From an optimization exercise on the open Yosys and OpenROAD flow, aimed at small area and a short achievable clock period; shortcuts taken in it are not production practice. Function was checked by simulation only, so behaviour that the tests miss may differ from the original. No activity file was given, so power comes from the tool's default toggle rates.

[design/flow/constraint.sdc]
create_clock -name core_clock -period 10.0 [get_ports {i_clk}]
set_input_delay 2.0000 -clock core_clock [delete_from_list [all_inputs] [get_ports {i_clk}]]
set_output_delay 2.0000 -clock core_clock [all_outputs]
set_load 0.01 [all_outputs]
[design/flow/flow/fapol.py]
#!/usr/bin/env python3
"""Remove inverters around full-adder cells in a Yosys netlist.

A full adder is self-dual: FA(~a, ~b, ~c) = (~sum, ~cout).  Synthesis maps
adders with arbitrary input and output polarity and leaves inverters between
them.  This pass flips full adders (inverts all three inputs and both outputs)
when that lowers the number of inverters, and rewrites the netlist in place.
It changes no register and no function.
usage: fapol.py netlist.v"""
import re, sys, collections

path = sys.argv[1]
text = open(path).read()
cell_re = re.compile(r'^(\s*)(sky130_fd_sc_hd__\w+)\s+(\S+)\s*\((.*?)\);\n', re.S | re.M)
pin_re = re.compile(r'\.(\w+)\(([^()]*)\)')

cells = {}      # name -> [type, {pin: net}]
order = []
for m in cell_re.finditer(text):
    typ, name, body = m.group(2), m.group(3), m.group(4)
    cells[name] = [typ, {p: n.strip() for p, n in pin_re.findall(body)}]
    order.append(name)

OUT = {'X', 'Y', 'SUM', 'COUT', 'Q', 'Q_N', 'HI', 'LO'}
def is_inv(n): return re.match(r'sky130_fd_sc_hd__(clk)?inv_\d+$', cells[n][0]) is not None
def is_fa(n): return re.match(r'sky130_fd_sc_hd__fa_\d+$', cells[n][0]) is not None

hdr = text[:text.index(');') + 2]
ports = set()
for m in re.finditer(r'^\s*(input|output)\s+(\[\d+:\d+\]\s+)?(\S+);', text, re.M):
    ports.add(m.group(3))
def is_port(net):
    return net.split('[')[0].strip() in ports or net.startswith("1'")

def build():
    drv, loads = {}, collections.defaultdict(list)
    for n, (t, pins) in cells.items():
        for p, net in pins.items():
            if p in OUT: drv[net] = (n, p)
            else: loads[net].append((n, p))
    return drv, loads

newcnt = [0]
def newnet():
    newcnt[0] += 1
    return f'_fapol{newcnt[0]}_'
new_wires = []

def inv_of(net, drv, loads):
    """an existing inverter whose input is net"""
    for (n, p) in loads[net]:
        if is_inv(n) and p == 'A': return n
    return None

def cost_flip(f, drv, loads):
    t, pins = cells[f]
    d = 0
    for p in ('A', 'B', 'CIN'):
        x = pins[p]
        src = drv.get(x)
        if src and is_inv(src[0]):
            d -= 1 if len(loads[x]) == 1 else 0
        elif inv_of(x, drv, loads) is None:
            d += 1
    for p in ('SUM', 'COUT'):
        y = pins[p]
        ls = loads[y]
        invs = [n for n, q in ls if is_inv(n)]
        others = len(ls) - len(invs) + (1 if is_port(y) else 0)
        d -= len(invs)
        if others: d += 1
    return d

def flip(f, drv, loads):
    t, pins = cells[f]
    for p in ('A', 'B', 'CIN'):
        x = pins[p]
        src = drv.get(x)
        if src and is_inv(src[0]):
            pins[p] = cells[src[0]][1]['A']
        else:
            i = inv_of(x, drv, loads)
            if i is None:
                y = newnet(); new_wires.append(y)
                i = f'_fapolinv{newcnt[0]}_'
                cells[i] = ['sky130_fd_sc_hd__inv_1', {'A': x, 'Y': y}]
                order.append(i)
            pins[p] = cells[i][1]['Y']
    for p in ('SUM', 'COUT'):
        y = pins[p]
        ls = list(loads[y])
        y2 = newnet(); new_wires.append(y2)
        pins[p] = y2
        others = False
        for n, q in ls:
            if is_inv(n) and q == 'A':
                # this inverter's output equals y2: move its loads to y2
                z = cells[n][1]['Y']
                if is_port(z):
                    cells[n][1]['A'] = y2     # keep as buffer-free inverter? no: z = ~y = y2
                    # z must equal y2; drive z with a buffer-like pair is not needed:
                    # keep inverter fed by original y instead
                    cells[n][1]['A'] = y
                    others = True
                    continue
                for n2, q2 in loads[z]:
                    cells[n2][1][q2] = y2
                del cells[n]
            else:
                others = True
        if others or is_port(y):
            i = f'_fapolinv{newcnt[0]}_o{p}'
            cells[i] = ['sky130_fd_sc_hd__inv_1', {'A': y2, 'Y': y}]
            order.append(i)

changed = True
passes = 0
nflip = 0
while changed and passes < 50:
    changed = False
    passes += 1
    for f in list(order):
        if f not in cells or not is_fa(f): continue
        drv, loads = build()
        if cost_flip(f, drv, loads) < 0:
            flip(f, drv, loads)
            nflip += 1
            changed = True
    # drop inverters with no loads
    drv, loads = build()
    for n in list(cells):
        if is_inv(n):
            y = cells[n][1]['Y']
            if not loads[y] and not is_port(y):
                del cells[n]

before = sum(1 for l in cell_re.finditer(text) if re.match(r'sky130_fd_sc_hd__(clk)?inv_\d+$', l.group(2)))
after = sum(1 for n in cells if is_inv(n))
sys.stderr.write(f'fapol: {nflip} flips, inverters {before} -> {after}\n')

# rewrite
out = []
pos = 0
first = None
for m in cell_re.finditer(text):
    if first is None: first = m.start()
    last = m.end()
body = text[first:last]
lines = []
for n in order:
    if n not in cells: continue
    t, pins = cells[n]
    conn = ',\n'.join(f'    .{p}({net}' + (' )' if net.startswith('\\') else ')') for p, net in pins.items())
    lines.append(f'  {t} {n} (\n{conn}\n  );\n')
decl = ''.join(f'  wire {w};\n' for w in new_wires)
text2 = text[:first] + decl + ''.join(lines) + text[last:]
open(path, 'w').write(text2)
[design/flow/flow/invabs.py]
#!/usr/bin/env python3
"""Absorb inverters into the XOR/XNOR gates (and two-inverter ANDs) they feed.

xor2(~a, b) = xnor2(a, b), and2(~a, ~b) = nor2(a, b).  An inverter whose
loads are all absorbed is removed.  Function and registers are unchanged.
usage: invabs.py netlist.v"""
import re, sys, collections

path = sys.argv[1]
text = open(path).read()
cell_re = re.compile(r'^(\s*)(sky130_fd_sc_hd__\w+)\s+(\S+)\s*\((.*?)\);\n', re.S | re.M)
pin_re = re.compile(r'\.(\w+)\(([^()]*)\)')
cells, order = {}, []
for m in cell_re.finditer(text):
    cells[m.group(3)] = [m.group(2), {p: v.strip() for p, v in pin_re.findall(m.group(4))}]
    order.append(m.group(3))
OUT = {'X', 'Y', 'SUM', 'COUT', 'Q', 'Q_N', 'HI', 'LO'}
ports = set()
for m in re.finditer(r'^\s*(input|output)\s+(\[\d+:\d+\]\s+)?(\S+);', text, re.M):
    ports.add(m.group(3))
is_port = lambda net: net.split('[')[0].strip() in ports
INV = re.compile(r'sky130_fd_sc_hd__(clk)?inv_\d+$')
XOR = re.compile(r'sky130_fd_sc_hd__(xor2|xnor2)_(\d+)$')
AND = re.compile(r'sky130_fd_sc_hd__and2_(\d+)$')

def build():
    drv, loads = {}, collections.defaultdict(list)
    for n, (t, pins) in cells.items():
        for p, v in pins.items():
            if p in OUT: drv[v] = n
            else: loads[v].append((n, p))
    return drv, loads

drv, loads = build()
inv_in = {}
for n, (t, pins) in cells.items():
    if INV.match(t): inv_in[pins['Y']] = pins['A']
nx = na = 0
for n in list(order):
    t, pins = cells[n]
    m = XOR.match(t)
    if m:
        flips = 0
        for p in ('A', 'B'):
            if pins[p] in inv_in and not is_port(pins[p]):
                pins[p] = inv_in[pins[p]]; flips += 1
        if flips % 2:
            kind = 'xnor2' if m.group(1) == 'xor2' else 'xor2'
            outp = 'Y' if m.group(1) == 'xor2' else 'X'
            out = pins.pop('X' if m.group(1) == 'xor2' else 'Y')
            pins[outp] = out
            cells[n][0] = f'sky130_fd_sc_hd__{kind}_{m.group(2)}'
        nx += flips > 0
        continue
    m = AND.match(t)
    if m and pins['A'] in inv_in and pins['B'] in inv_in and not is_port(pins['A']) and not is_port(pins['B']):
        cells[n] = ['sky130_fd_sc_hd__nor2_1', {'A': inv_in[pins['A']], 'B': inv_in[pins['B']], 'Y': pins['X']}]
        na += 1
drv, loads = build()
before = sum(1 for n in cells if INV.match(cells[n][0]))
for n in [n for n in cells if INV.match(cells[n][0])]:
    y = cells[n][1]['Y']
    if not loads[y] and not is_port(y):
        del cells[n]
after = sum(1 for n in cells if INV.match(cells[n][0]))
sys.stderr.write(f'invabs: {nx} xor gates and {na} and gates absorbed inverters; inverters {before} -> {after}\n')
first = last = None
for m in cell_re.finditer(text):
    if first is None: first = m.start()
    last = m.end()
lines = []
for n in order:
    if n not in cells: continue
    t, pins = cells[n]
    conn = ',\n'.join(f'    .{p}({v}' + (' )' if v.startswith('\\') else ')') for p, v in pins.items())
    nm = n + (' ' if n.startswith('\\') else '')
    lines.append(f'  {t} {nm}(\n{conn}\n  );\n')
open(path, 'w').write(text[:first] + ''.join(lines) + text[last:])
[design/flow/standard.sh]
#!/bin/bash
# synth_recipe.tcl (not shown) runs the flow's synth.tcl, then flattens the netlist and writes it again
# the make line also repeats each setting of config.mk as NAME=value (left out here)
make -C /OpenROAD-flow-scripts/flow DESIGN_CONFIG=/design/flow/config.mk WORK_HOME=/design/flow/orfs CLKGATE_MAP_FILE= SYNTH_SCRIPT=/design/flow/synth_recipe.tcl "${@:-finish}"
[design/flow/design.v]
module alu (
    input               i_clk,
    input               i_rst_n,
    input               i_valid,
    input signed [11:0] i_data_a,
    input signed [11:0] i_data_b,
    input        [2:0]  i_inst,
    output              o_valid,
    output       [11:0] o_data,
    output              o_overflow
);
reg  [13:0] x_r, y_r;
reg         o_valid_r, ovf_r, abs_r, mac_r, run_r;
reg         f_0, f_m1, f_m2;
wire [11:0] o_data_w;
wire [14:0] zz  = {1'b0, x_r} + {1'b0, y_r};
wire        c_top = zz[14];
wire [2:0]  zm   = zz[13:11];
wire        hz   = c_top ? f_m1 : f_0;      
wire        ho1  = c_top ? f_m2 : f_m1;     
wire        m_ov = ~((hz & ~|zm) | (ho1 & &zm));
assign o_data_w   = zz[11:0];
assign o_valid    = o_valid_r;
assign o_data     = o_data_w & {12{run_r}};
assign o_overflow = (m_ov & ~abs_r & run_r) | ovf_r;
wire        is_mul    = (i_inst[2:1] == 2'b01);
wire        is_mac    = (i_inst == 3'b011);
wire        is_abs    = (i_inst == 3'b111);
wire        mul_en    = i_valid & is_mul;
wire        addsub_en = i_valid & (i_inst[2:1] == 2'b00);
wire        mean_en   = i_valid & (i_inst == 3'b110);
wire        acc_en    = mac_r & (is_mac | ~i_valid);
wire        ovf_old   = mac_r & (m_ov | ovf_r);
wire        sa   = i_data_a[11], sb = i_data_b[11];
wire [11:0] ra   = i_data_a ^ {12{sa}};
wire [11:0] rb   = i_data_b ^ {12{sb}};
wire [12:0] cmp  = {1'b0, ra} + {1'b0, ~rb} + {12'd0, sa & ~sb};
wire        a_ge = cmp[12];
reg  [11:0] oth;
always @(*) begin
  case (i_inst)
    3'b000:  oth = i_data_b;
    3'b001:  oth = ~i_data_b;                       
    3'b100:  oth = ~(i_data_a ^ i_data_b);
    3'b101:  oth = sa ? 12'd0 : i_data_a;
    3'b110:  oth = {sb, i_data_b[11:1]};            
    default: oth = a_ge ? ra : rb;                  
  endcase
end
wire [11:0] row   = acc_en ? o_data_w : (oth & {12{i_valid & ~is_mul}});
wire        row_c = i_valid & ((i_inst == 3'b001) | (is_abs & (a_ge ? sa : sb)));
wire        rnd   = mean_en ? i_data_b[0] : 1'b1;
wire one1;
wire two2;
wire neg3;
wire pp4;
wire pp5;
wire pp6;
wire pp7;
wire pp8;
wire pp9;
wire pp10;
wire pp11;
wire pp12;
wire pp13;
wire pp14;
wire pp15;
wire pp16;
wire one17;
wire two18;
wire neg19;
wire pp20;
wire pp21;
wire pp22;
wire pp23;
wire pp24;
wire pp25;
wire pp26;
wire pp27;
wire pp28;
wire pp29;
wire pp30;
wire pp31;
wire pp32;
wire one33;
wire two34;
wire neg35;
wire pp36;
wire pp37;
wire pp38;
wire pp39;
wire pp40;
wire pp41;
wire pp42;
wire pp43;
wire pp44;
wire pp45;
wire pp46;
wire pp47;
wire pp48;
wire one49;
wire two50;
wire neg51;
wire pp52;
wire pp53;
wire pp54;
wire pp55;
wire pp56;
wire pp57;
wire pp58;
wire pp59;
wire pp60;
wire pp61;
wire pp62;
wire pp63;
wire pp64;
wire one65;
wire two66;
wire neg67;
wire pp68;
wire pp69;
wire pp70;
wire pp71;
wire pp72;
wire pp73;
wire pp74;
wire pp75;
wire pp76;
wire pp77;
wire pp78;
wire pp79;
wire pp80;
wire one81;
wire two82;
wire neg83;
wire pp84;
wire pp85;
wire pp86;
wire pp87;
wire pp88;
wire pp89;
wire pp90;
wire pp91;
wire pp92;
wire pp93;
wire pp94;
wire pp95;
wire pp96;
wire s97;
wire c98;
wire s99;
wire c100;
wire s101;
wire c102;
wire s103;
wire c104;
wire s105;
wire c106;
wire s107;
wire c108;
wire s109;
wire c110;
wire s111;
wire c112;
wire s113;
wire c114;
wire s115;
wire c116;
wire s117;
wire c118;
wire s119;
wire c120;
wire s121;
wire c122;
wire s123;
wire c124;
wire s125;
wire c126;
wire s127;
wire c128;
wire s129;
wire c130;
wire s131;
wire c132;
wire s133;
wire c134;
wire s135;
wire c136;
wire s137;
wire c138;
wire s139;
wire c140;
wire s141;
wire c142;
wire s143;
wire c144;
wire s145;
wire c146;
wire s147;
wire c148;
wire s149;
wire c150;
wire s151;
wire c152;
wire s153;
wire c154;
wire s155;
wire c156;
wire s157;
wire c158;
wire s159;
wire c160;
wire s161;
wire c162;
wire s163;
wire c164;
wire s165;
wire c166;
wire s167;
wire c168;
wire s169;
wire c170;
wire s171;
wire c172;
wire s173;
wire c174;
wire s175;
wire c176;
wire s177;
wire c178;
wire s179;
wire c180;
wire s181;
wire c182;
wire s183;
wire c184;
wire s185;
wire c186;
wire s187;
wire c188;
wire s189;
wire c190;
wire s191;
wire c192;
wire s193;
wire c194;
wire s195;
wire c196;
wire s197;
wire c198;
wire s199;
wire c200;
wire s201;
wire c202;
wire s203;
wire c204;
wire s205;
wire c206;
wire s207;
wire c208;
wire s209;
wire c210;
wire s211;
wire c212;
wire s213;
wire c214;
wire s215;
wire c216;
wire s217;
wire c218;
wire s219;
wire c220;
wire s221;
wire c222;
wire s223;
wire c224;
wire s225;
wire c226;
wire s227;
wire c228;
wire s229;
wire c230;
wire s231;
wire c232;
wire s233;
wire c234;
wire s235;
wire c236;
wire s237;
wire c238;
wire s239;
wire c240;
wire s241;
wire c242;
wire s243;
wire c244;
wire s245;
wire c246;
wire s247;
wire c248;
wire s249;
wire c250;
wire s251;
wire c252;
assign one1 = mul_en & (i_data_b[0] ^ 1'b0);
assign two2 = mul_en & ((i_data_b[1] & ~i_data_b[0] & ~1'b0) | (~i_data_b[1] & i_data_b[0] & 1'b0));
assign neg3 = mul_en & (i_data_b[1] & ~(i_data_b[0] & 1'b0));
assign pp4 = (i_data_a[0] & one1) ^ neg3;
assign pp5 = ((i_data_a[1] & one1) | (i_data_a[0] & two2)) ^ neg3;
assign pp6 = ((i_data_a[2] & one1) | (i_data_a[1] & two2)) ^ neg3;
assign pp7 = ((i_data_a[3] & one1) | (i_data_a[2] & two2)) ^ neg3;
assign pp8 = ((i_data_a[4] & one1) | (i_data_a[3] & two2)) ^ neg3;
assign pp9 = ((i_data_a[5] & one1) | (i_data_a[4] & two2)) ^ neg3;
assign pp10 = ((i_data_a[6] & one1) | (i_data_a[5] & two2)) ^ neg3;
assign pp11 = ((i_data_a[7] & one1) | (i_data_a[6] & two2)) ^ neg3;
assign pp12 = ((i_data_a[8] & one1) | (i_data_a[7] & two2)) ^ neg3;
assign pp13 = ((i_data_a[9] & one1) | (i_data_a[8] & two2)) ^ neg3;
assign pp14 = ((i_data_a[10] & one1) | (i_data_a[9] & two2)) ^ neg3;
assign pp15 = ((i_data_a[11] & one1) | (i_data_a[10] & two2)) ^ neg3;
assign pp16 = ~(((i_data_a[11] & one1) | (i_data_a[11] & two2)) ^ neg3);
assign one17 = mul_en & (i_data_b[2] ^ i_data_b[1]);
assign two18 = mul_en & ((i_data_b[3] & ~i_data_b[2] & ~i_data_b[1]) | (~i_data_b[3] & i_data_b[2] & i_data_b[1]));
assign neg19 = mul_en & (i_data_b[3] & ~(i_data_b[2] & i_data_b[1]));
assign pp20 = (i_data_a[0] & one17) ^ neg19;
assign pp21 = ((i_data_a[1] & one17) | (i_data_a[0] & two18)) ^ neg19;
assign pp22 = ((i_data_a[2] & one17) | (i_data_a[1] & two18)) ^ neg19;
assign pp23 = ((i_data_a[3] & one17) | (i_data_a[2] & two18)) ^ neg19;
assign pp24 = ((i_data_a[4] & one17) | (i_data_a[3] & two18)) ^ neg19;
assign pp25 = ((i_data_a[5] & one17) | (i_data_a[4] & two18)) ^ neg19;
assign pp26 = ((i_data_a[6] & one17) | (i_data_a[5] & two18)) ^ neg19;
assign pp27 = ((i_data_a[7] & one17) | (i_data_a[6] & two18)) ^ neg19;
assign pp28 = ((i_data_a[8] & one17) | (i_data_a[7] & two18)) ^ neg19;
assign pp29 = ((i_data_a[9] & one17) | (i_data_a[8] & two18)) ^ neg19;
assign pp30 = ((i_data_a[10] & one17) | (i_data_a[9] & two18)) ^ neg19;
assign pp31 = ((i_data_a[11] & one17) | (i_data_a[10] & two18)) ^ neg19;
assign pp32 = ~(((i_data_a[11] & one17) | (i_data_a[11] & two18)) ^ neg19);
assign one33 = (mul_en & (i_data_b[4] ^ i_data_b[3])) | mean_en;
assign two34 = (mul_en & ((i_data_b[5] & ~i_data_b[4] & ~i_data_b[3]) | (~i_data_b[5] & i_data_b[4] & i_data_b[3]))) | addsub_en;
assign neg35 = mul_en & (i_data_b[5] & ~(i_data_b[4] & i_data_b[3]));
assign pp36 = (i_data_a[0] & one33) ^ neg35;
assign pp37 = ((i_data_a[1] & one33) | (i_data_a[0] & two34)) ^ neg35;
assign pp38 = ((i_data_a[2] & one33) | (i_data_a[1] & two34)) ^ neg35;
assign pp39 = ((i_data_a[3] & one33) | (i_data_a[2] & two34)) ^ neg35;
assign pp40 = ((i_data_a[4] & one33) | (i_data_a[3] & two34)) ^ neg35;
assign pp41 = ((i_data_a[5] & one33) | (i_data_a[4] & two34)) ^ neg35;
assign pp42 = ((i_data_a[6] & one33) | (i_data_a[5] & two34)) ^ neg35;
assign pp43 = ((i_data_a[7] & one33) | (i_data_a[6] & two34)) ^ neg35;
assign pp44 = ((i_data_a[8] & one33) | (i_data_a[7] & two34)) ^ neg35;
assign pp45 = ((i_data_a[9] & one33) | (i_data_a[8] & two34)) ^ neg35;
assign pp46 = ((i_data_a[10] & one33) | (i_data_a[9] & two34)) ^ neg35;
assign pp47 = ((i_data_a[11] & one33) | (i_data_a[10] & two34)) ^ neg35;
assign pp48 = ~(((i_data_a[11] & one33) | (i_data_a[11] & two34)) ^ neg35);
assign one49 = mul_en & (i_data_b[6] ^ i_data_b[5]);
assign two50 = mul_en & ((i_data_b[7] & ~i_data_b[6] & ~i_data_b[5]) | (~i_data_b[7] & i_data_b[6] & i_data_b[5]));
assign neg51 = mul_en & (i_data_b[7] & ~(i_data_b[6] & i_data_b[5]));
assign pp52 = (i_data_a[0] & one49) ^ neg51;
assign pp53 = ((i_data_a[1] & one49) | (i_data_a[0] & two50)) ^ neg51;
assign pp54 = ((i_data_a[2] & one49) | (i_data_a[1] & two50)) ^ neg51;
assign pp55 = ((i_data_a[3] & one49) | (i_data_a[2] & two50)) ^ neg51;
assign pp56 = ((i_data_a[4] & one49) | (i_data_a[3] & two50)) ^ neg51;
assign pp57 = ((i_data_a[5] & one49) | (i_data_a[4] & two50)) ^ neg51;
assign pp58 = ((i_data_a[6] & one49) | (i_data_a[5] & two50)) ^ neg51;
assign pp59 = ((i_data_a[7] & one49) | (i_data_a[6] & two50)) ^ neg51;
assign pp60 = ((i_data_a[8] & one49) | (i_data_a[7] & two50)) ^ neg51;
assign pp61 = ((i_data_a[9] & one49) | (i_data_a[8] & two50)) ^ neg51;
assign pp62 = ((i_data_a[10] & one49) | (i_data_a[9] & two50)) ^ neg51;
assign pp63 = ((i_data_a[11] & one49) | (i_data_a[10] & two50)) ^ neg51;
assign pp64 = ~(((i_data_a[11] & one49) | (i_data_a[11] & two50)) ^ neg51);
assign one65 = mul_en & (i_data_b[8] ^ i_data_b[7]);
assign two66 = mul_en & ((i_data_b[9] & ~i_data_b[8] & ~i_data_b[7]) | (~i_data_b[9] & i_data_b[8] & i_data_b[7]));
assign neg67 = mul_en & (i_data_b[9] & ~(i_data_b[8] & i_data_b[7]));
assign pp68 = (i_data_a[0] & one65) ^ neg67;
assign pp69 = ((i_data_a[1] & one65) | (i_data_a[0] & two66)) ^ neg67;
assign pp70 = ((i_data_a[2] & one65) | (i_data_a[1] & two66)) ^ neg67;
assign pp71 = ((i_data_a[3] & one65) | (i_data_a[2] & two66)) ^ neg67;
assign pp72 = ((i_data_a[4] & one65) | (i_data_a[3] & two66)) ^ neg67;
assign pp73 = ((i_data_a[5] & one65) | (i_data_a[4] & two66)) ^ neg67;
assign pp74 = ((i_data_a[6] & one65) | (i_data_a[5] & two66)) ^ neg67;
assign pp75 = ((i_data_a[7] & one65) | (i_data_a[6] & two66)) ^ neg67;
assign pp76 = ((i_data_a[8] & one65) | (i_data_a[7] & two66)) ^ neg67;
assign pp77 = ((i_data_a[9] & one65) | (i_data_a[8] & two66)) ^ neg67;
assign pp78 = ((i_data_a[10] & one65) | (i_data_a[9] & two66)) ^ neg67;
assign pp79 = ((i_data_a[11] & one65) | (i_data_a[10] & two66)) ^ neg67;
assign pp80 = ~(((i_data_a[11] & one65) | (i_data_a[11] & two66)) ^ neg67);
assign one81 = mul_en & (i_data_b[10] ^ i_data_b[9]);
assign two82 = mul_en & ((i_data_b[11] & ~i_data_b[10] & ~i_data_b[9]) | (~i_data_b[11] & i_data_b[10] & i_data_b[9]));
assign neg83 = mul_en & (i_data_b[11] & ~(i_data_b[10] & i_data_b[9]));
assign pp84 = (i_data_a[0] & one81) ^ neg83;
assign pp85 = ((i_data_a[1] & one81) | (i_data_a[0] & two82)) ^ neg83;
assign pp86 = ((i_data_a[2] & one81) | (i_data_a[1] & two82)) ^ neg83;
assign pp87 = ((i_data_a[3] & one81) | (i_data_a[2] & two82)) ^ neg83;
assign pp88 = ((i_data_a[4] & one81) | (i_data_a[3] & two82)) ^ neg83;
assign pp89 = ((i_data_a[5] & one81) | (i_data_a[4] & two82)) ^ neg83;
assign pp90 = ((i_data_a[6] & one81) | (i_data_a[5] & two82)) ^ neg83;
assign pp91 = ((i_data_a[7] & one81) | (i_data_a[6] & two82)) ^ neg83;
assign pp92 = ((i_data_a[8] & one81) | (i_data_a[7] & two82)) ^ neg83;
assign pp93 = ((i_data_a[9] & one81) | (i_data_a[8] & two82)) ^ neg83;
assign pp94 = ((i_data_a[10] & one81) | (i_data_a[9] & two82)) ^ neg83;
assign pp95 = ((i_data_a[11] & one81) | (i_data_a[10] & two82)) ^ neg83;
assign pp96 = ~(((i_data_a[11] & one81) | (i_data_a[11] & two82)) ^ neg83);
assign s97 = neg3 ^ pp4;
assign c98 = neg3 & pp4;
assign s99 = pp5 ^ c98;
assign c100 = pp5 & c98;
assign s101 = neg19 ^ pp20 ^ pp6;
assign c102 = (neg19 & pp20) | (pp6 & (neg19 ^ pp20));
assign s103 = c100 ^ s101;
assign c104 = c100 & s101;
assign s105 = pp21 ^ pp7 ^ c102;
assign c106 = (pp21 & pp7) | (c102 & (pp21 ^ pp7));
assign s107 = c104 ^ s105;
assign c108 = c104 & s105;
assign s109 = rnd ^ neg35 ^ pp22;
assign c110 = (rnd & neg35) | (pp22 & (rnd ^ neg35));
assign s111 = pp36 ^ pp8 ^ s109;
assign c112 = (pp36 & pp8) | (s109 & (pp36 ^ pp8));
assign s113 = c106 ^ s111 ^ c108;
assign c114 = (c106 & s111) | (c108 & (c106 ^ s111));
assign s115 = pp23 ^ pp37 ^ pp9;
assign c116 = (pp23 & pp37) | (pp9 & (pp23 ^ pp37));
assign s117 = c110 ^ s115 ^ c112;
assign c118 = (c110 & s115) | (c112 & (c110 ^ s115));
assign s119 = row[0] ^ row_c ^ s117;
assign c120 = (row[0] & row_c) | (s117 & (row[0] ^ row_c));
assign s121 = neg51 ^ pp10 ^ pp24;
assign c122 = (neg51 & pp10) | (pp24 & (neg51 ^ pp10));
assign s123 = pp38 ^ pp52 ^ c116;
assign c124 = (pp38 & pp52) | (c116 & (pp38 ^ pp52));
assign s125 = s121 ^ s123 ^ row[1];
assign c126 = (s121 & s123) | (row[1] & (s121 ^ s123));
assign s127 = c118 ^ s125;
assign c128 = c118 & s125;
assign s129 = pp11 ^ pp25 ^ pp39;
assign c130 = (pp11 & pp25) | (pp39 & (pp11 ^ pp25));
assign s131 = pp53 ^ c122 ^ s129;
assign c132 = (pp53 & c122) | (s129 & (pp53 ^ c122));
assign s133 = c124 ^ s131 ^ row[2];
assign c134 = (c124 & s131) | (row[2] & (c124 ^ s131));
assign s135 = c126 ^ s133;
assign c136 = c126 & s133;
assign s137 = neg67 ^ pp12 ^ pp26;
assign c138 = (neg67 & pp12) | (pp26 & (neg67 ^ pp12));
assign s139 = pp40 ^ pp54 ^ pp68;
assign c140 = (pp40 & pp54) | (pp68 & (pp40 ^ pp54));
assign s141 = c130 ^ s137 ^ s139;
assign c142 = (c130 & s137) | (s139 & (c130 ^ s137));
assign s143 = c132 ^ s141 ^ row[3];
assign c144 = (c132 & s141) | (row[3] & (c132 ^ s141));
assign s145 = c134 ^ s143;
assign c146 = c134 & s143;
assign s147 = pp13 ^ pp27 ^ pp41;
assign c148 = (pp13 & pp27) | (pp41 & (pp13 ^ pp27));
assign s149 = pp55 ^ pp69 ^ c138;
assign c150 = (pp55 & pp69) | (c138 & (pp55 ^ pp69));
assign s151 = c140 ^ s147 ^ s149;
assign c152 = (c140 & s147) | (s149 & (c140 ^ s147));
assign s153 = c142 ^ row[4] ^ s151;
assign c154 = (c142 & row[4]) | (s151 & (c142 ^ row[4]));
assign s155 = c144 ^ s153;
assign c156 = c144 & s153;
assign s157 = neg83 ^ pp14 ^ pp28;
assign c158 = (neg83 & pp14) | (pp28 & (neg83 ^ pp14));
assign s159 = pp42 ^ pp56 ^ pp70;
assign c160 = (pp42 & pp56) | (pp70 & (pp42 ^ pp56));
assign s161 = pp84 ^ c148 ^ s157;
assign c162 = (pp84 & c148) | (s157 & (pp84 ^ c148));
assign s163 = s159 ^ c150 ^ s161;
assign c164 = (s159 & c150) | (s161 & (s159 ^ c150));
assign s165 = row[5] ^ c152 ^ s163;
assign c166 = (row[5] & c152) | (s163 & (row[5] ^ c152));
assign s167 = c154 ^ s165;
assign c168 = c154 & s165;
assign s169 = pp15 ^ pp29 ^ pp43;
assign c170 = (pp15 & pp29) | (pp43 & (pp15 ^ pp29));
assign s171 = pp57 ^ pp71 ^ pp85;
assign c172 = (pp57 & pp71) | (pp85 & (pp57 ^ pp71));
assign s173 = c158 ^ c160 ^ s169;
assign c174 = (c158 & c160) | (s169 & (c158 ^ c160));
assign s175 = s171 ^ c162 ^ s173;
assign c176 = (s171 & c162) | (s173 & (s171 ^ c162));
assign s177 = row[6] ^ c164 ^ s175;
assign c178 = (row[6] & c164) | (s175 & (row[6] ^ c164));
assign s179 = c166 ^ s177;
assign c180 = c166 & s177;
assign s181 = 1'b1 ^ pp16 ^ pp30;
assign c182 = (1'b1 & pp16) | (pp30 & (1'b1 ^ pp16));
assign s183 = pp44 ^ pp58 ^ pp72;
assign c184 = (pp44 & pp58) | (pp72 & (pp44 ^ pp58));
assign s185 = pp86 ^ c170 ^ c172;
assign c186 = (pp86 & c170) | (c172 & (pp86 ^ c170));
assign s187 = s181 ^ s183 ^ s185;
assign c188 = (s181 & s183) | (s185 & (s181 ^ s183));
assign s189 = c174 ^ row[7] ^ s187;
assign c190 = (c174 & row[7]) | (s187 & (c174 ^ row[7]));
assign s191 = c176 ^ s189 ^ c178;
assign c192 = (c176 & s189) | (c178 & (c176 ^ s189));
assign s193 = 1'b1 ^ pp31 ^ pp45;
assign c194 = (1'b1 & pp31) | (pp45 & (1'b1 ^ pp31));
assign s195 = pp59 ^ pp73 ^ pp87;
assign c196 = (pp59 & pp73) | (pp87 & (pp59 ^ pp73));
assign s197 = c182 ^ c184 ^ s193;
assign c198 = (c182 & c184) | (s193 & (c182 ^ c184));
assign s199 = s195 ^ c186 ^ s197;
assign c200 = (s195 & c186) | (s197 & (s195 ^ c186));
assign s201 = row[8] ^ c188 ^ s199;
assign c202 = (row[8] & c188) | (s199 & (row[8] ^ c188));
assign s203 = c190 ^ s201;
assign c204 = c190 & s201;
assign s205 = pp32 ^ pp46 ^ pp60;
assign c206 = (pp32 & pp46) | (pp60 & (pp32 ^ pp46));
assign s207 = pp74 ^ pp88 ^ c194;
assign c208 = (pp74 & pp88) | (c194 & (pp74 ^ pp88));
assign s209 = c196 ^ s205 ^ s207;
assign c210 = (c196 & s205) | (s207 & (c196 ^ s205));
assign s211 = c198 ^ row[9] ^ s209;
assign c212 = (c198 & row[9]) | (s209 & (c198 ^ row[9]));
assign s213 = c200 ^ s211 ^ c202;
assign c214 = (c200 & s211) | (c202 & (c200 ^ s211));
assign s215 = 1'b1 ^ pp47 ^ pp61;
assign c216 = (1'b1 & pp47) | (pp61 & (1'b1 ^ pp47));
assign s217 = pp75 ^ pp89 ^ c206;
assign c218 = (pp75 & pp89) | (c206 & (pp75 ^ pp89));
assign s219 = s215 ^ c208 ^ s217;
assign c220 = (s215 & c208) | (s217 & (s215 ^ c208));
assign s221 = row[10] ^ c210 ^ s219;
assign c222 = (row[10] & c210) | (s219 & (row[10] ^ c210));
assign s223 = c212 ^ s221;
assign c224 = c212 & s221;
assign s225 = 1'b1 ^ pp48 ^ pp62;
assign c226 = (1'b1 & pp48) | (pp62 & (1'b1 ^ pp48));
assign s227 = pp76 ^ pp90 ^ c216;
assign c228 = (pp76 & pp90) | (c216 & (pp76 ^ pp90));
assign s229 = s225 ^ c218 ^ s227;
assign c230 = (s225 & c218) | (s227 & (s225 ^ c218));
assign s231 = ~row[11] ^ c220 ^ s229;
assign c232 = (~row[11] & c220) | (s229 & (~row[11] ^ c220));
assign s233 = c222 ^ s231;
assign c234 = c222 & s231;
assign s235 = pp63 ^ pp77 ^ pp91;
assign c236 = (pp63 & pp77) | (pp91 & (pp63 ^ pp77));
assign s237 = c226 ^ s235 ^ c228;
assign c238 = (c226 & s235) | (c228 & (c226 ^ s235));
assign s239 = c230 ^ s237 ^ c232;
assign c240 = (c230 & s237) | (c232 & (c230 ^ s237));
assign s241 = pp64 ^ pp78 ^ pp92;
assign c242 = (pp64 & pp78) | (pp92 & (pp64 ^ pp78));
assign s243 = c236 ^ s241 ^ c238;
assign c244 = (c236 & s241) | (c238 & (c236 ^ s241));
assign s245 = 1'b1 ^ pp79 ^ pp93;
assign c246 = (1'b1 & pp79) | (pp93 & (1'b1 ^ pp79));
assign s247 = c242 ^ s245;
assign c248 = c242 & s245;
assign s249 = pp80 ^ pp94 ^ c246;
assign c250 = (pp80 & pp94) | (c246 & (pp80 ^ pp94));
assign s251 = 1'b1 ^ pp95;
assign c252 = 1'b1 & pp95;
wire [4:0] tx = {1'b1, pp96, s251, c248, s247};
wire [4:0] ty = {1'b0, c252, c250, s249, c244};
wire [4:0] tp = tx ^ ty, to = tx | ty, ta = tx & ty;
wire        f0_d  = ~tp[0] & (&(tp[4:1] ~^ to[3:0]));
wire        fm1_d =  tp[0] & (&(tp[4:1] ~^ ~ta[3:0]));
wire        fm2_d = ~tp[0] & (tp[1] ~^ ~to[0]) & (&(tp[4:2] ~^ ~ta[3:1]));
always @(posedge i_clk) begin
  x_r  <= {s243, c234, c224, s223, c204, s203, c180, c168, c156, c146, c136, c128, c120, c114};
  y_r  <= {c240, s239, s233, c214, s213, c192, s191, s179, s167, s155, s145, s135, s127, s119};
  f_0  <= f0_d;
  f_m1 <= fm1_d;
  f_m2 <= fm2_d;
end
always @(posedge i_clk or negedge i_rst_n) begin
  if (~i_rst_n) begin
    o_valid_r <= 1'b0;
    run_r     <= 1'b0;
    ovf_r     <= 1'b0;
    abs_r     <= 1'b0;
    mac_r     <= 1'b0;
  end else begin
    o_valid_r <= i_valid;
    run_r     <= 1'b1;
    abs_r     <= is_abs;
    if (i_valid) begin
      mac_r <= is_mac;
      ovf_r <= is_mac & ovf_old;
    end else begin
      ovf_r <= ovf_old;
    end
  end
end
endmodule
[design/flow/flow/faxor.py]
#!/usr/bin/env python3
"""Replace full-adder cells by two XOR gates and a majority gate (and, with
--ha, half-adder cells by an XOR and an AND gate).

The sum output of sky130's fa cell is slow; two xor2 gates give the sum
faster, and a maj3 gate gives the carry.  The function is unchanged and no
register is touched.  usage: faxor.py netlist.v"""
import re, sys

args = [a for a in sys.argv[1:] if not a.startswith('--')]
path = args[0]
do_ha = '--ha' in sys.argv
text = open(path).read()
cell_re = re.compile(r'^(\s*)(sky130_fd_sc_hd__fa_\d+)\s+(\S+)\s*\((.*?)\);\n', re.S | re.M)
pin_re = re.compile(r'\.(\w+)\(([^()]*)\)')
wires = []
n = [0]

def net(x):
    return x + (' ' if x.startswith('\\') else '')

def repl(m):
    ind, typ, name, body = m.groups()
    pins = {p: v.strip() for p, v in pin_re.findall(body)}
    n[0] += 1
    t = f'_faxor{n[0]}_'
    wires.append(t)
    out = ''
    if pins.get('SUM'):
        out += f'{ind}sky130_fd_sc_hd__xor2_1 _faxa{n[0]}_ (.A({net(pins["A"])}), .B({net(pins["B"])}), .X({t}));\n'
        out += f'{ind}sky130_fd_sc_hd__xor2_1 _faxb{n[0]}_ (.A({t}), .B({net(pins["CIN"])}), .X({net(pins["SUM"])}));\n'
    if pins.get('COUT'):
        out += f'{ind}sky130_fd_sc_hd__maj3_1 _faxc{n[0]}_ (.A({net(pins["A"])}), .B({net(pins["B"])}), .C({net(pins["CIN"])}), .X({net(pins["COUT"])}));\n'
    return out

text2 = cell_re.sub(repl, text)
nh = [0]
def repl_ha(m):
    ind, typ, name, body = m.groups()
    pins = {p: v.strip() for p, v in pin_re.findall(body)}
    nh[0] += 1
    out = ''
    if pins.get('SUM'):
        out += f'{ind}sky130_fd_sc_hd__xor2_1 _haxa{nh[0]}_ (.A({net(pins["A"])}), .B({net(pins["B"])}), .X({net(pins["SUM"])}));\n'
    if pins.get('COUT'):
        out += f'{ind}sky130_fd_sc_hd__and2_1 _haxc{nh[0]}_ (.A({net(pins["A"])}), .B({net(pins["B"])}), .X({net(pins["COUT"])}));\n'
    return out
if do_ha:
    ha_re = re.compile(r'^(\s*)(sky130_fd_sc_hd__ha_\d+)\s+(\S+)\s*\((.*?)\);\n', re.S | re.M)
    text2 = ha_re.sub(repl_ha, text2)
# declare the new wires after the module header's port list
i = text2.index(');', text2.index('module ')) + 2
text2 = text2[:i] + '\n' + ''.join(f'  wire {w};\n' for w in wires) + text2[i:]
open(path, 'w').write(text2)
sys.stderr.write(f'faxor: {n[0]} full adders replaced' + (f', {nh[0]} half adders' if do_ha else '') + '\n')
[design/flow/config.mk]
export PLATFORM = sky130hd
export DESIGN_NAME = alu
export DESIGN_NICKNAME = alu
export VERILOG_FILES = /design/flow/design.v
export SDC_FILE = /design/flow/constraint.sdc
export NUM_CORES = 4
export LEC_CHECK = 0
export CAP_MARGIN = 0
export CORE_MARGIN = 2
export CORE_UTILIZATION = 40
export CTS_BUF_LIST = sky130_fd_sc_hd__clkbuf_4 sky130_fd_sc_hd__clkbuf_8
export PLACE_DENSITY = 0.75
export SETUP_SLACK_MARGIN = 5.0
export SLEW_MARGIN = 0
export TNS_END_PERCENT = 5
[design/flow/flow/run.sh]
#!/bin/bash
# The standard layout, with these changes: the port buffers are buf_2 cells;
# after synthesis flow/fapol.py flips full-adder cells (a full adder is
# self-dual) where that removes inverters between them, and flow/faxor.py
# then builds each full adder from two xor2 gates and a maj3 gate (and each
# half adder from an xor2 and an and2 gate), whose sum
# path is faster than the fa cell's; flow/invabs.py then absorbs inverters
# into the XOR gates they feed (xor2 of an inverted input is xnor2).
# Registers are untouched.
set -euo pipefail
export BUFFER_PORTS_ARGS="-buffer_cell sky130_fd_sc_hd__buf_2"
R=orfs/results/sky130hd/alu/base
bash standard.sh synth > synth.log 2>&1
python3 flow/fapol.py $R/1_2_yosys.v > fapol.log 2>&1
python3 flow/faxor.py $R/1_2_yosys.v --ha > faxor.log 2>&1
python3 flow/invabs.py $R/1_2_yosys.v > invabs.log 2>&1
rm -f $R/1_synth.odb $R/1_synth.sdc
bash standard.sh > standard.log 2>&1
==> key figures, run 1 <==
Status
  • Status: complete, no violations

Worst setup path
  • RR Endpoint: y_r[9]
  • WP data arrival: 5.10 ns
  • Worst Path Required: around 10 ns
  • Setup Crit Path Kind: in2reg
  • End of the critical path: f_m1
  • Setup crit end kind: flip-flop
  • Type of origin of the critical path: primary input
  • Worst Setup SP: i_valid
  • Worst Path Max Fanout: 23
  • Worst reg-to-reg setup slack: just under 7 ns
  • R2R depth: 11
  • Critical R2R Launch: y_r[2]

Power and ir drop
  • Power per cell area: 134 mW/mm^2
  • Peak supply drop: 0.182 mV
  • Total power draw: 1.09 mW
  • Leak: ~3.2 nW

Timing
  • Rel. slew slack: 0.600
  • Final setup violation count: 0
  • Final worst path period share: 0.492
  • Final min period: 4.92 ns
  • Setup Skew: 0.00446 ns
  • RSZ-0062 raised after global routing: true
  • Final Max Slew Viols: 0
  • Final hold viol count: 0
  • Max Fclk: 0.203 GHz
  • Worst Tran Pin Value: 0.600 ns
  • Setup TNS: 0 ns

Clock tree
  • Hold buffer count at cts: 0
  • Clk sinks: 36
  • CTS tree: built
  • Root Driver: clkbuf_8
  • Num CTS Buffers: 5
  • # H-tree levels: 2
  • Clock Latency Late Sink: 0.28 ns
  • Max Root-Sink Buffers: 2
  • Clock-pin slew on the worst setup and hold paths: roughly 0.07 ns

Placement
  • # port buffers: 43
  • Total placed cells including tap cells: 1176
  • Final HPWL DP: 14500 um
  • Final Wtd Congestion: 0.942

Routing
  • Routed via count: between 6000 and 7000
  • Vias per cell: 5.64
  • DRT Pass-1 Iters: 5
  • Routed WL: between 20000 and 25000 um
  • Post-route ant nets: 0
  • DR DRC count: 0
  • WL/cell: 16.6 um
  • Initial drt markers: approximately 880

Global routing
  • Pin count of the biggest net entering global routing: 42
  • All-Layer GR Usage: 0.208
  • First-pass GRT wire length: approximately 31000 um
  • Vias in the first global route: 5946
  • Global route total overflow: 0
  • Initial antenna violation count: 2

Floorplanning
  • # IOs: 44
  • Core area: roughly 0.017 mm^2
  • Initial Utilization: 0.407
  • FP Rows: 48
  • Die ar.: 0.0185 mm^2
  • Die X: 136 um
  • Die H: 136 um

Synthesis
  • Yosys warning count: 1
  • Syn Area/Cell: between 7 and 8 um^2
  • Netlist Area Pre-Place: 0.00699 mm^2
  • Net count after synthesis: 993
  • Gate count after technology mapping: 963

Flow run
  • Max-cap viol count: 0

Final layout
  • Most common cell after layout, fill and taps aside: xor2_1
  • P&R area growth vs syn: 16.0%
  • Post-Layout Cell Count: about 1200
  • Most frequent cells in the layout: xor2_1 (187), and2_1 (65), xnor2_1 (63)
  • Filler cell count: 1651
  • Final Core Density: 0.472
  • Layout cells sized above 1: 0.162
  • Final nets: about 1000

Worst hold path
  • Hold Crit Class: reg2reg
  • Min-delay src: mac_r
stage by stage:
stage               worst slack [ns]  hold slack, ns  cell area, um^2
detailed placement              3.98           0.543             7340
global placement                4.05           0.539             7340
global route                    4.93           0.618             8100
floorplan                       4.99           0.516             7080
CTS                             4.96           0.558             7690
finish                          5.08           0.562             8100
layer usage:
layer / share of wire / track usage / vias to the layer above
met3: 0.087 / 0.0213 / 34
met5: 0 / 0 / -
met4: 0.025 / 0.0590 / 0
met2: 0.47 / 0.349 / 327
li1: - / - / 3366
met1: 0.42 / 0.282 / 3221
layout make-up:
type	count	area, um^2	area share
inverter	53	203	0.0250
clock inverter	2	15.0	0.00185
clock buffer	6	82.6	0.0102
multi-input combinational	815	6100	0.752
timing repair buffer	94	678	0.0837
tap	225	282	0.0347
antenna	1	2.50	0.000309
sequential	36	746	0.0920
worst min-delay path by stage:
stage,to,cells after the start,slack (ns)
2_1_floorplan,mac_r,2,0.52
3_3_place_gp,mac_r,2,0.54
3_5_place_dp,mac_r,2,0.54
4_1_cts,mac_r,2,0.56
5_1_grt,mac_r,2,0.62
6_report,mac_r,2,0.56
worst max-delay path, stage by stage:
cell             delay, ns
buf_2                 0.42
nand2b_1              0.13
a21oi_2               0.15
buf_4                 0.14
clkdlybuf4s15_2       0.27
o21ai_0               0.13
xnor2_1               0.29
and2_1                0.23
inv_1                 0.05
maj3_1                0.38
maj3_1                0.41
and2_1                0.18
xor2_1                0.13
and3_1                0.18
sequential cells by signal, indices dropped and copies added, names as in the netlist:
| register | flops |
|---|---|
| run_r | 1 |
| f_0 | 1 |
| mac_r | 1 |
| ovf_r | 1 |
| f_m1 | 1 |
| o_valid_r | 1 |
| x_r | 14 |
| f_m2 | 1 |
| y_r | 14 |
| abs_r | 1 |
where the power goes:
group          switching, mW  internal, mW
clock network         0.0526        0.0557
logic                  0.450         0.308
registers             0.0280         0.190
what timing repair did:
item,CTS,global route
resized for setup,20,47
endpoints found under the hold margin,0,0
cloned,0,2
setup endpoints to repair,31,21
buffers inserted,23,22
pin swaps,4,11
==> run 2: changes to the inputs <==
--- a/design/flow/config.mk
+++ b/design/flow/config.mk
@@ -9,7 +9,6 @@
 export CORE_MARGIN = 2
 export CORE_UTILIZATION = 40
 export CTS_BUF_LIST = sky130_fd_sc_hd__clkbuf_4 sky130_fd_sc_hd__clkbuf_8
-export PLACE_DENSITY = 0.75
 export SETUP_SLACK_MARGIN = 5.0
 export SLEW_MARGIN = 0
-export TNS_END_PERCENT = 5
+export TNS_END_PERCENT = 1
==> key figures, run 2 <==
Worst setup path
  • Worst Path Required: 10.23 ns (was 10.18 ns)
  • RR Endpoint: y_r[13] (was y_r[9])
  • Type of origin of the critical path: primary input (unchanged)
  • R2R depth: 10 (was 11)
  • Worst Path Max Fanout: 28 (was 23)
  • WP data arrival: 5.13 ns (was 5.10 ns)
  • Setup crit end kind: flip-flop (unchanged)
  • Setup Crit Path Kind: in2reg (unchanged)
  • Worst reg-to-reg setup slack: 6.87 ns (was 6.81 ns)
  • Critical R2R Launch: y_r[2] (unchanged)

Final layout
  • Most frequent cells in the layout: xor2_1 (189), and2_1 (66), xnor2_1 (62) (was xor2_1 (187), and2_1 (65), xnor2_1 (63))
  • Most common cell after layout, fill and taps aside: xor2_1 (unchanged)
  • P&R area growth vs syn: 16.1% (was 16.0%)
  • Biggest regs: x_r (14), y_r (14) (unchanged)
  • Final instance area: 0.00811 mm^2 (was 0.00810 mm^2)
  • Final nets: 1027 (was 1035)
  • Final Core Density: 0.472 (about the same)
  • Layout cells sized above 1: 0.156 (was 0.162)
  • Ant diodes: 0 (was 1)

Global routing
  • First-pass GRT wire length: 32300 um (was 30800 um)
  • Pin count of the biggest net entering global routing: 42 (unchanged)
  • Initial antenna violation count: 1 (was 2)
  • Vias in the first global route: 5903 (was 5946)
  • All-Layer GR Usage: 0.219 (was 0.208)
  • Global route total overflow: 0 (unchanged)

Power and ir drop
  • Peak supply drop: 0.115 mV (was 0.182 mV)
  • Clock Power Share: 0.101 (was 0.100)
  • Power per cell area: 135 mW/mm^2 (was 134 mW/mm^2)
  • Comb pwr share: 0.700 (was 0.699)
  • Internal Pwr Total: 0.569 mW (was 0.554 mW)
  • Psw: 0.527 mW (was 0.531 mW)
  • Flop pwr share: 0.199 (was 0.201)
  • Leak: 3.16 nW (was 3.19 nW)
  • Total power draw: 1.10 mW (was 1.09 mW)
  • Sw Ratio: 0.481 (was 0.489)

Synthesis
  • Syn Area/Cell: 7.26 um^2 (unchanged)
  • Gate count after technology mapping: 963 (unchanged)
  • Yosys warning count: 1 (unchanged)
  • Net count after synthesis: 993 (unchanged)
  • Netlist Area Pre-Place: 0.00699 mm^2 (unchanged)

Routing
  • Routed WL: 20500 um (was 20400 um)
  • Initial drt markers: 509 (was 878)
  • DR DRC count: 0 (unchanged)
  • Post-route ant nets: 0 (unchanged)
  • DRT Pass-1 Iters: 5 (unchanged)
  • Routed via count: 6646 (was 6948)
  • WL/cell: 16.7 um (was 16.6 um)
  • Vias per cell: 5.43 (was 5.64)

Worst hold path
  • Hold path depth: 2 (unchanged)
  • Min-delay src: mac_r (unchanged)
  • Worst Hold Path EP: mac_r (unchanged)
  • Hold Crit Class: reg2reg (unchanged)

Clock tree
  • Max Root-Sink Buffers: 2 (unchanged)
  • Clock Latency Late Sink: 0.29 ns (was 0.28 ns)
  • Num CTS Buffers: 5 (unchanged)
  • Clock-pin slew on the worst setup and hold paths: 0.07 ns (about the same)
  • Clk sinks: 36 (unchanged)
  • Root Driver: clkbuf_8 (unchanged)
  • # H-tree levels: 2 (unchanged)
  • Hold buffer count at cts: 0 (unchanged)
  • CTS tree: built (unchanged)

Flow run
  • Max-cap viol count: 0 (unchanged)

Timing
  • Setup Skew: 0.0117 ns (was 0.00446 ns)
  • Setup TNS: 0 ns (unchanged)
  • Final min period: 4.90 ns (was 4.92 ns)
  • Max Fclk: 0.204 GHz (was 0.203 GHz)
  • Final worst path period share: 0.490 (was 0.492)
  • Worst Tran Pin Value: 0.631 ns (was 0.600 ns)
  • Final hold viol count: 0 (unchanged)
  • Rel. slew slack: 0.580 (was 0.600)
  • RSZ-0062 raised after global routing: true (unchanged)
  • Final setup violation count: 0 (unchanged)
  • Fin worst setup slack: 5.10 ns (was 5.08 ns)
  • Final Max Slew Viols: 0 (unchanged)

Placement
  • Final HPWL DP: 15300 um (was 14500 um)
  • Placed Area: 0.00734 mm^2 (unchanged)
  • Final Wtd Congestion: 0.925 (was 0.942)
  • Post-Place Setup Slack: 3.87 ns (was 3.98 ns)
  • # port buffers: 43 (unchanged)

Floorplanning
  • Initial Utilization: 0.407 (unchanged)
  • # IOs: 44 (unchanged)
  • Die X: 136 um (unchanged)
  • FP Rows: 48 (unchanged)
  • Core area: 0.0172 mm^2 (unchanged)
  • Die H: 136 um (unchanged)
  • Die ar.: 0.0185 mm^2 (unchanged)

Status
  • Status: complete, no violations (unchanged)
## run 2: critical path, cell delays in order
cell,delay [ns]
buf_12,0.14
inv_2,0.09
nor2_4,0.27
buf_4,0.18
and3_4,0.29
a22oi_1,0.12
xor2_1,0.19
maj3_2,0.34
maj3_1,0.39
xor2_1,0.16
xor2_1,0.19
maj3_2,0.34
maj3_1,0.35
inv_1,0.05
## run 2: metal layers
metal	routed length, um	track usage	share of wire	vias to the layer above
met5	0	0	0	-
met4	275	0.0451	0.013	0
met3	1340	0.0365	0.065	25
met2	9170	0.346	0.45	217
met1	9680	0.313	0.47	3043
li1	-	-	-	3361
## run 2: worst max-delay path by stage
stage	from	to	slack (ns)	depth (start not counted)
2_1_floorplan	i_inst[1]	y_r[10]	4.99	15
3_3_place_gp	i_inst[1]	y_r[13]	4.00	14
3_5_place_dp	i_inst[1]	y_r[13]	3.87	14
4_1_cts	i_inst[1]	y_r[13]	4.91	14
5_1_grt	i_inst[1]	y_r[13]	4.95	14
6_report	i_inst[1]	y_r[10]	5.10	14
## run 2: area by class of cell
type	count	area, um^2
Sequential cell	36	746
Multi-Input combinational cell	815	6120
Fill cell	1763	9060
Timing Repair Buffer	86	656
Inverter	53	206
Tap cell	225	282
Clock buffer	8	104
## run 2: stage by stage
stage | instances | hold slack [ns]
2_1_floorplan | 963 | 0.516
3_3_place_gp | 1176 | 0.541
3_5_place_dp | 1176 | 0.545
4_1_cts | 1201 | 0.556
5_1_grt | 1223 | 0.628
6_report | 1223 | 0.560
## run 2: power groups by stage
stage / logic [mW] / clock network, mW / registers (mW)
final: 0.767 / 0.111 / 0.218
after global routing: 0.850 / 0.121 / 0.224
after detailed placement: 0.707 / 0 / 0.220
after CTS: 0.716 / 0.115 / 0.217
after global placement: 0.701 / 0 / 0.218
after floorplan: 0.560 / 0 / 0.214
## run 2: repair_timing
item / CTS / global route
setup buffers: 17 / 20
setup endpoints to repair: 31 / 26
endpoints found under the hold margin: 0 / 0
pin swaps: 5 / 10
cloned: 0 / 2
resized for setup: 20 / 52
==> run 3: changes to the inputs <==
--- a/design/flow/config.mk
+++ b/design/flow/config.mk
@@ -9,6 +9,7 @@
 export CORE_MARGIN = 2
 export CORE_UTILIZATION = 40
 export CTS_BUF_LIST = sky130_fd_sc_hd__clkbuf_4 sky130_fd_sc_hd__clkbuf_8
+export GPL_ROUTABILITY_DRIVEN = 0
 export SETUP_SLACK_MARGIN = 5.0
 export SLEW_MARGIN = 0
-export TNS_END_PERCENT = 1
+export TNS_END_PERCENT = 5
==> key figures, run 3 <==
Final layout
  • Layout cells sized above 1: 0.156 (unchanged)
  • Final nets: 1027 (unchanged)
  • Biggest regs: x_r (14), y_r (14) (unchanged)
  • Ant diodes: 0 (unchanged)
  • Most common cell after layout, fill and taps aside: xor2_1 (unchanged)
  • FF/Latch Area: 746 um^2 (unchanged)
  • Most frequent cells in the layout: xor2_1 (189), and2_1 (66), xnor2_1 (62) (unchanged)
  • P&R area growth vs syn: 16.1% (unchanged)
  • Area of the multi-input gates: 0.00612 mm^2 (unchanged)
  • Filler cell count: 1763 (unchanged)

Timing
  • Final setup violation count: 0 (unchanged)
  • RSZ-0062 raised after global routing: true (unchanged)
  • Rel. slew slack: 0.580 (unchanged)
  • Setup Skew: 0.0117 ns (unchanged)
  • Final hold viol count: 0 (unchanged)
  • Final min period: 4.90 ns (unchanged)
  • Worst Tran Pin Value: 0.631 ns (unchanged)
  • Final Max Slew Viols: 0 (unchanged)
  • Setup TNS: 0 ns (unchanged)
  • Final worst path period share: 0.490 (unchanged)
  • Max Fclk: 0.204 GHz (unchanged)

Global routing
  • First-pass GRT wire length: 32300 um (unchanged)
  • Vias in the first global route: 5903 (unchanged)
  • Initial antenna violation count: 1 (unchanged)
  • Pin count of the biggest net entering global routing: 42 (unchanged)
  • Global route total overflow: 0 (unchanged)
  • All-Layer GR Usage: 0.219 (unchanged)

Worst setup path
  • WP data arrival: 5.13 ns (about the same)
  • CP Cell Sequence: buf_12 -> inv_2 -> nor2_4 -> buf_4 -> and3_4 -> a22oi_1 -> xor2_1 -> maj3_2 -> maj3_1 -> xor2_1 -> xor2_1 -> maj3_2 -> maj3_1 -> inv_1 (unchanged)
  • Delay-heaviest family, CP: adder cells (unchanged)
  • Worst Path Required: 10.23 ns (about the same)
  • Worst Path Max Fanout: 28 (unchanged)
  • Worst reg-to-reg setup slack: 6.87 ns (about the same)
  • Critical path's most frequent cell: xor2_1 (unchanged)
  • Crit-path slowest cell: maj3_1 (unchanged)
  • Delay of the slowest critical-path stage: 0.39 ns (about the same)
  • Buf/Inv on CP: 4 (unchanged)
  • Setup Crit Path Kind: in2reg (unchanged)
  • Type of origin of the critical path: primary input (unchanged)
  • Critical R2R Launch: y_r[2] (unchanged)
  • R2R depth: 10 (unchanged)
  • RR Endpoint: y_r[13] (unchanged)
  • Setup crit end kind: flip-flop (unchanged)

Floorplanning
  • Die X: 136 um (unchanged)
  • Core area: 0.0172 mm^2 (unchanged)
  • # IOs: 44 (unchanged)
  • Initial Utilization: 0.407 (unchanged)
  • Die ar.: 0.0185 mm^2 (unchanged)
  • Die H: 136 um (unchanged)
  • FP Rows: 48 (unchanged)

Clock tree
  • Clk sinks: 36 (unchanged)
  • Clock-pin slew on the worst setup and hold paths: 0.07 ns (about the same)
  • # H-tree levels: 2 (unchanged)
  • Hold buffer count at cts: 0 (unchanged)
  • Num CTS Buffers: 5 (unchanged)
  • Clock Latency Late Sink: 0.29 ns (about the same)
  • Max Root-Sink Buffers: 2 (unchanged)
  • Root Driver: clkbuf_8 (unchanged)
  • CTS tree: built (unchanged)

Routing
  • Routed WL: 20500 um (unchanged)
  • Routed via count: 6646 (unchanged)
  • Vias per cell: 5.43 (unchanged)
  • Initial drt markers: 509 (unchanged)
  • DR DRC count: 0 (unchanged)
  • WL/cell: 16.7 um (unchanged)
  • Post-route ant nets: 0 (unchanged)
  • DRT Pass-1 Iters: 5 (unchanged)

Synthesis
  • Net count after synthesis: 993 (unchanged)
  • Gate count after technology mapping: 963 (unchanged)
  • Netlist Area Pre-Place: 0.00699 mm^2 (unchanged)
  • Syn Area/Cell: 7.26 um^2 (unchanged)
  • Yosys warning count: 1 (unchanged)

Power and ir drop
  • Leak: 3.16 nW (unchanged)
  • Total power draw: 1.10 mW (unchanged)
  • Peak supply drop: 0.115 mV (unchanged)
  • Power per cell area: 135 mW/mm^2 (unchanged)

Status
  • Status: complete, no violations (unchanged)

Worst hold path
  • Hold path depth: 2 (unchanged)
  • Hold Crit Class: reg2reg (unchanged)
  • Min-delay src: mac_r (unchanged)
  • Worst Hold Path EP: mac_r (unchanged)

Placement
  • Final HPWL DP: 15300 um (unchanged)
  • # port buffers: 43 (unchanged)

Flow run
  • Max-cap viol count: 0 (unchanged)
-- run 3: per-stage QoR --
stage / cell area [um^2] / worst slack, ns / cells / utilization / hold WS, ns
floorplan: 7080 / 4.99 / 963 / - / 0.516
global placement: 7340 / 4.00 / 1176 / 0.427 / 0.541
detailed placement: 7340 / 3.87 / 1176 / 0.427 / 0.545
CTS: 7660 / 4.91 / 1201 / 0.446 / 0.556
global route: 8110 / 4.95 / 1223 / 0.472 / 0.628
finish: 8110 / 5.10 / 1223 / 0.472 / 0.560
-- run 3: worst min-delay path: stages (launching register included) --
cell and delay [ns]:
dfrtp_1 0.38, inv_1 0.07, o21ai_0 0.07
-- run 3: how the worst max path moves through the flow --
stage / endpoint / start / cells after the start
3_5_place_dp: y_r[13] / i_inst[1] / 14
4_1_cts: y_r[13] / i_inst[1] / 14
3_3_place_gp: y_r[13] / i_inst[1] / 14
6_report: y_r[10] / i_inst[1] / 14
5_1_grt: y_r[13] / i_inst[1] / 14
2_1_floorplan: y_r[10] / i_inst[1] / 15
-- run 3: cell type report --
class,instances,area share
Clock buffer,8,0.0128
Sequential cell,36,0.0919
Multi-Input combinational cell,815,0.754
Inverter,53,0.0254
Tap cell,225,0.0347
Timing Repair Buffer,86,0.0808
-- run 3: routing by layer --
layer  GRT usage  vias to the layer above  routed length [um]
met2       0.346                      217                9170
met1       0.313                     3043                9680
met5           0                        -                   0
li1            -                     3361                   -
met4      0.0451                        0                 275
met3      0.0365                       25                1340
-- run 3: power by group --
group | switching (mW) | total (mW) | internal [mW]
logic | 0.454 | 0.767 | 0.313
clock network | 0.0453 | 0.111 | 0.0655
registers | 0.0275 | 0.218 | 0.190
-- run 3: what timing repair did --
| action | 4_1_cts | 5_1_grt |
|---|---|---|
| gates resized for setup | 20 | 52 |
| endpoints found under the setup margin | 31 | 26 |
| pin swaps | 5 | 10 |
| gates cloned | 0 | 2 |
| buffers inserted | 17 | 20 |
==> run 4: changes to the inputs <==
==> design/flow/flow/run.sh (replaced) <==
#!/bin/bash
# The standard layout, with these changes: the port buffers are buf_2 cells;
# after synthesis flow/fapol.py flips full-adder cells (a full adder is
# self-dual) where that removes inverters between them, and flow/faxor.py
# then builds each full adder from two xor2 gates and three nand2 gates (and each
# half adder from an xor2 and an and2 gate), whose sum
# path is faster than the fa cell's; flow/invabs.py then absorbs inverters
# into the XOR gates they feed (xor2 of an inverted input is xnor2).
# Registers are untouched.
set -euo pipefail
export BUFFER_PORTS_ARGS="-buffer_cell sky130_fd_sc_hd__buf_2"
R=orfs/results/sky130hd/alu/base
bash standard.sh synth > synth.log 2>&1
python3 flow/fapol.py $R/1_2_yosys.v > fapol.log 2>&1
python3 flow/faxor.py $R/1_2_yosys.v --ha --nandc > faxor.log 2>&1
python3 flow/invabs.py $R/1_2_yosys.v > invabs.log 2>&1
rm -f $R/1_synth.odb $R/1_synth.sdc
bash standard.sh > standard.log 2>&1
--- a/design/flow/flow/faxor.py
+++ b/design/flow/flow/faxor.py
@@ -10,6 +10,7 @@
 args = [a for a in sys.argv[1:] if not a.startswith('--')]
 path = args[0]
 do_ha = '--ha' in sys.argv
+nand_c = '--nandc' in sys.argv
 text = open(path).read()
 cell_re = re.compile(r'^(\s*)(sky130_fd_sc_hd__fa_\d+)\s+(\S+)\s*\((.*?)\);\n', re.S | re.M)
 pin_re = re.compile(r'\.(\w+)\(([^()]*)\)')
@@ -29,7 +30,14 @@
     if pins.get('SUM'):
         out += f'{ind}sky130_fd_sc_hd__xor2_1 _faxa{n[0]}_ (.A({net(pins["A"])}), .B({net(pins["B"])}), .X({t}));\n'
         out += f'{ind}sky130_fd_sc_hd__xor2_1 _faxb{n[0]}_ (.A({t}), .B({net(pins["CIN"])}), .X({net(pins["SUM"])}));\n'
-    if pins.get('COUT'):
+    if pins.get('COUT') and nand_c and pins.get('SUM'):
+        # cout = (a & b) | ((a ^ b) & cin) as three nand2 gates, fast from cin
+        u, v = f'_faxu{n[0]}_', f'_faxv{n[0]}_'
+        wires.extend([u, v])
+        out += f'{ind}sky130_fd_sc_hd__nand2_1 _faxd{n[0]}_ (.A({net(pins["A"])}), .B({net(pins["B"])}), .Y({u}));\n'
+        out += f'{ind}sky130_fd_sc_hd__nand2_1 _faxe{n[0]}_ (.A({t}), .B({net(pins["CIN"])}), .Y({v}));\n'
+        out += f'{ind}sky130_fd_sc_hd__nand2_1 _faxc{n[0]}_ (.A({u}), .B({v}), .Y({net(pins["COUT"])}));\n'
+    elif pins.get('COUT'):
         out += f'{ind}sky130_fd_sc_hd__maj3_1 _faxc{n[0]}_ (.A({net(pins["A"])}), .B({net(pins["B"])}), .C({net(pins["CIN"])}), .X({net(pins["COUT"])}));\n'
     return out
 
--- a/design/flow/config.mk
+++ b/design/flow/config.mk
@@ -9,7 +9,6 @@
 export CORE_MARGIN = 2
 export CORE_UTILIZATION = 40
 export CTS_BUF_LIST = sky130_fd_sc_hd__clkbuf_4 sky130_fd_sc_hd__clkbuf_8
-export GPL_ROUTABILITY_DRIVEN = 0
 export SETUP_SLACK_MARGIN = 5.0
 export SLEW_MARGIN = 0
 export TNS_END_PERCENT = 5
==> key figures, run 4 <==
Final layout
  • Most frequent cells in the layout: nand2_1 (222), xor2_1 (177), xnor2_1 (71) (was xor2_1 (189), and2_1 (66), xnor2_1 (62))
  • Final Core Density: 0.471 (was 0.472)
  • Most common cell after layout, fill and taps aside: nand2_1 (was xor2_1)
  • P&R area growth vs syn: 15.5% (was 16.1%)
  • Layout cells sized above 1: 0.133 (was 0.156)
  • Final instance area: 0.00816 mm^2 (was 0.00811 mm^2)
  • Filler cell count: 1822 (was 1763)

Timing
  • Worst Tran Pin Value: 0.854 ns (was 0.631 ns)
  • Final hold viol count: 0 (unchanged)
  • Final worst path period share: 0.486 (was 0.490)
  • Setup TNS: 0 ns (unchanged)
  • Final Max Slew Viols: 0 (unchanged)
  • Final min period: 4.86 ns (was 4.90 ns)
  • Setup Skew: 0.0102 ns (was 0.0117 ns)
  • Final setup violation count: 0 (unchanged)

Routing
  • Routed met2 length: 9900 um (was 9170 um)
  • Post-route ant nets: 0 (unchanged)
  • Routed WL: 21500 um (was 20500 um)
  • WL/cell: 16.1 um (was 16.7 um)
  • Vias per cell: 5.34 (was 5.43)
  • M1 WL: 10100 um (was 9680 um)
  • DRT Pass-1 Iters: 5 (unchanged)

Worst setup path
  • WP data arrival: 2.86 ns (was 5.13 ns)
  • Buf/Inv on CP: 1 (was 4)
  • End of the critical path: o_overflow (was y_r[10])
  • RR Endpoint: y_r[9] (was y_r[13])
  • Type of origin of the critical path: flip-flop (was primary input)
  • Setup Crit Path Kind: reg2out (was in2reg)
  • CP Cell Sequence: xor2_2 -> o211ai_1 -> o211a_1 -> o41a_1 -> a211oi_4 -> nor4_2 -> a311oi_1 -> buf_2 (was buf_12 -> inv_2 -> nor2_4 -> buf_4 -> and3_4 -> a22oi_1 -> xor2_1 -> maj3_2 -> maj3_1 -> xor2_1 -> xor2_1 -> maj3_2 -> maj3_1 -> inv_1)
  • Worst Path Max Fanout: 5 (was 28)
  • WP depth: 8 (was 14)

Global routing
  • All-Layer GR Usage: 0.229 (was 0.219)
  • Pin count of the biggest net entering global routing: 42 (unchanged)
  • First-pass GRT wire length: 33900 um (was 32300 um)
  • Initial antenna violation count: 1 (unchanged)

Placement
  • # port buffers: 43 (unchanged)
  • Post-Place Setup Slack: 3.71 ns (was 3.87 ns)
  • Final HPWL DP: 15900 um (was 15300 um)

Synthesis
  • Net count after synthesis: 1107 (was 993)
  • Syn Area/Cell: 6.55 um^2 (was 7.26 um^2)

Clock tree
  • Num CTS Buffers: 5 (unchanged)
  • Clock-pin slew on the worst setup and hold paths: 0.08 ns (was 0.07 ns)
  • CTS tree: built (unchanged)
  • Clk sinks: 36 (unchanged)

Floorplanning
  • FP Rows: 48 (unchanged)
  • Core area: 0.0173 mm^2 (was 0.0172 mm^2)

Power and ir drop
  • Power per cell area: 171 mW/mm^2 (was 135 mW/mm^2)
  • Peak supply drop: 0.149 mV (was 0.115 mV)

Status
  • Status: complete, no violations (unchanged)
## run 4: changes by cell type in the layout (fill, tap and decap cells not counted), sizes merged, moves of 3 or more
cell / delta
nand2: +171
maj3: -57
clkbuf: -8
buf: +5
clkinv: +3
## run 4: how the worst min path moves through the flow
stage	from	end	slack (ns)	cells past startpoint
finish	mac_r	mac_r	0.56	2
floorplan	mac_r	mac_r	0.52	2
CTS	mac_r	mac_r	0.56	2
global route	mac_r	mac_r	0.60	2
global placement	mac_r	mac_r	0.55	2
detailed placement	mac_r	mac_r	0.55	2
## run 4: worst register-to-register path: stages, from the launching register on
cell and delay [ns]:
dfxtp_1 0.37, xor2_2 0.24, o211ai_1 0.16, o211a_1 0.27, o41a_1 0.53, xnor2_1 0.25
a32oi_2 0.31, xor2_2 0.23, xor2_2 0.19, xor2_1 0.22, xor2_1 0.17, inv_1 0.05
## run 4: routing by layer
metal,GRT usage,vias to the layer above
li1,-,3632
met1,0.323,3288
met2,0.378,194
met3,0.0178,19
met4,0.0578,0
met5,0,-
## run 4: power by group
part           internal [mW]  total (mW)  switching [mW]  leakage [nW]
combinational          0.415        1.05           0.636          3.17
clock                 0.0485       0.105          0.0561        0.0479
sequential             0.204       0.239          0.0353         0.322
## run 4: per-stage QoR
| step | hold WS (ns) | cells |
|---|---|---|
| detailed placement | 0.546 | 1291 |
| floorplan | 0.515 | 1077 |
| global placement | 0.548 | 1291 |
| finish | 0.556 | 1337 |
| global route | 0.598 | 1337 |
| CTS | 0.557 | 1310 |
## run 4: area by class of cell
cell class | instances | area (um^2) | share of cell area
sequential | 36 | 746 | 0.0914
clock inverter | 3 | 18.8 | 0.00230
timing repair buffer | 85 | 621 | 0.0761
multi-input combinational | 929 | 6210 | 0.762
tap | 225 | 282 | 0.0345
clock buffer | 5 | 68.8 | 0.00844
antenna | 1 | 2.50 | 0.000307
inverter | 53 | 203 | 0.0249
## run 4: timing repair
item                                    4_1_cts  5_1_grt
pin swaps                                     4       22
gates resized for setup                      22       55
endpoints found under the setup margin       32       31
buffers inserted                             11       25
gates cloned                                  0        1

[static timing again, ports no longer ideal]
In the flow no input, the clock included, has a driving cell. The finished layouts below were timed again as built, in two steps. Step 1: set_driving_cell puts a clkbuf_16 on i_clk and a buf_2 on each other input, an assumption about the parent block. Step 2, shift: input delay + t, output delay - t, t = (earliest + latest rising clock arrival at the registers) / 2. This alone moves slack from input paths to output paths. Three values: no drivers, after step 1, after step 2; two values: the first two.
run	t, ns	setup slack, ns
run 1	0.308	5.078 / 5.073 / 4.765
run 2	0.311	5.100 / 5.071 / 4.760
run 3	0.311	5.100 / 5.071 / 4.760
run 4	0.329	5.145 / 5.111 / 4.838
After both steps setup and hold are still met in every run listed.
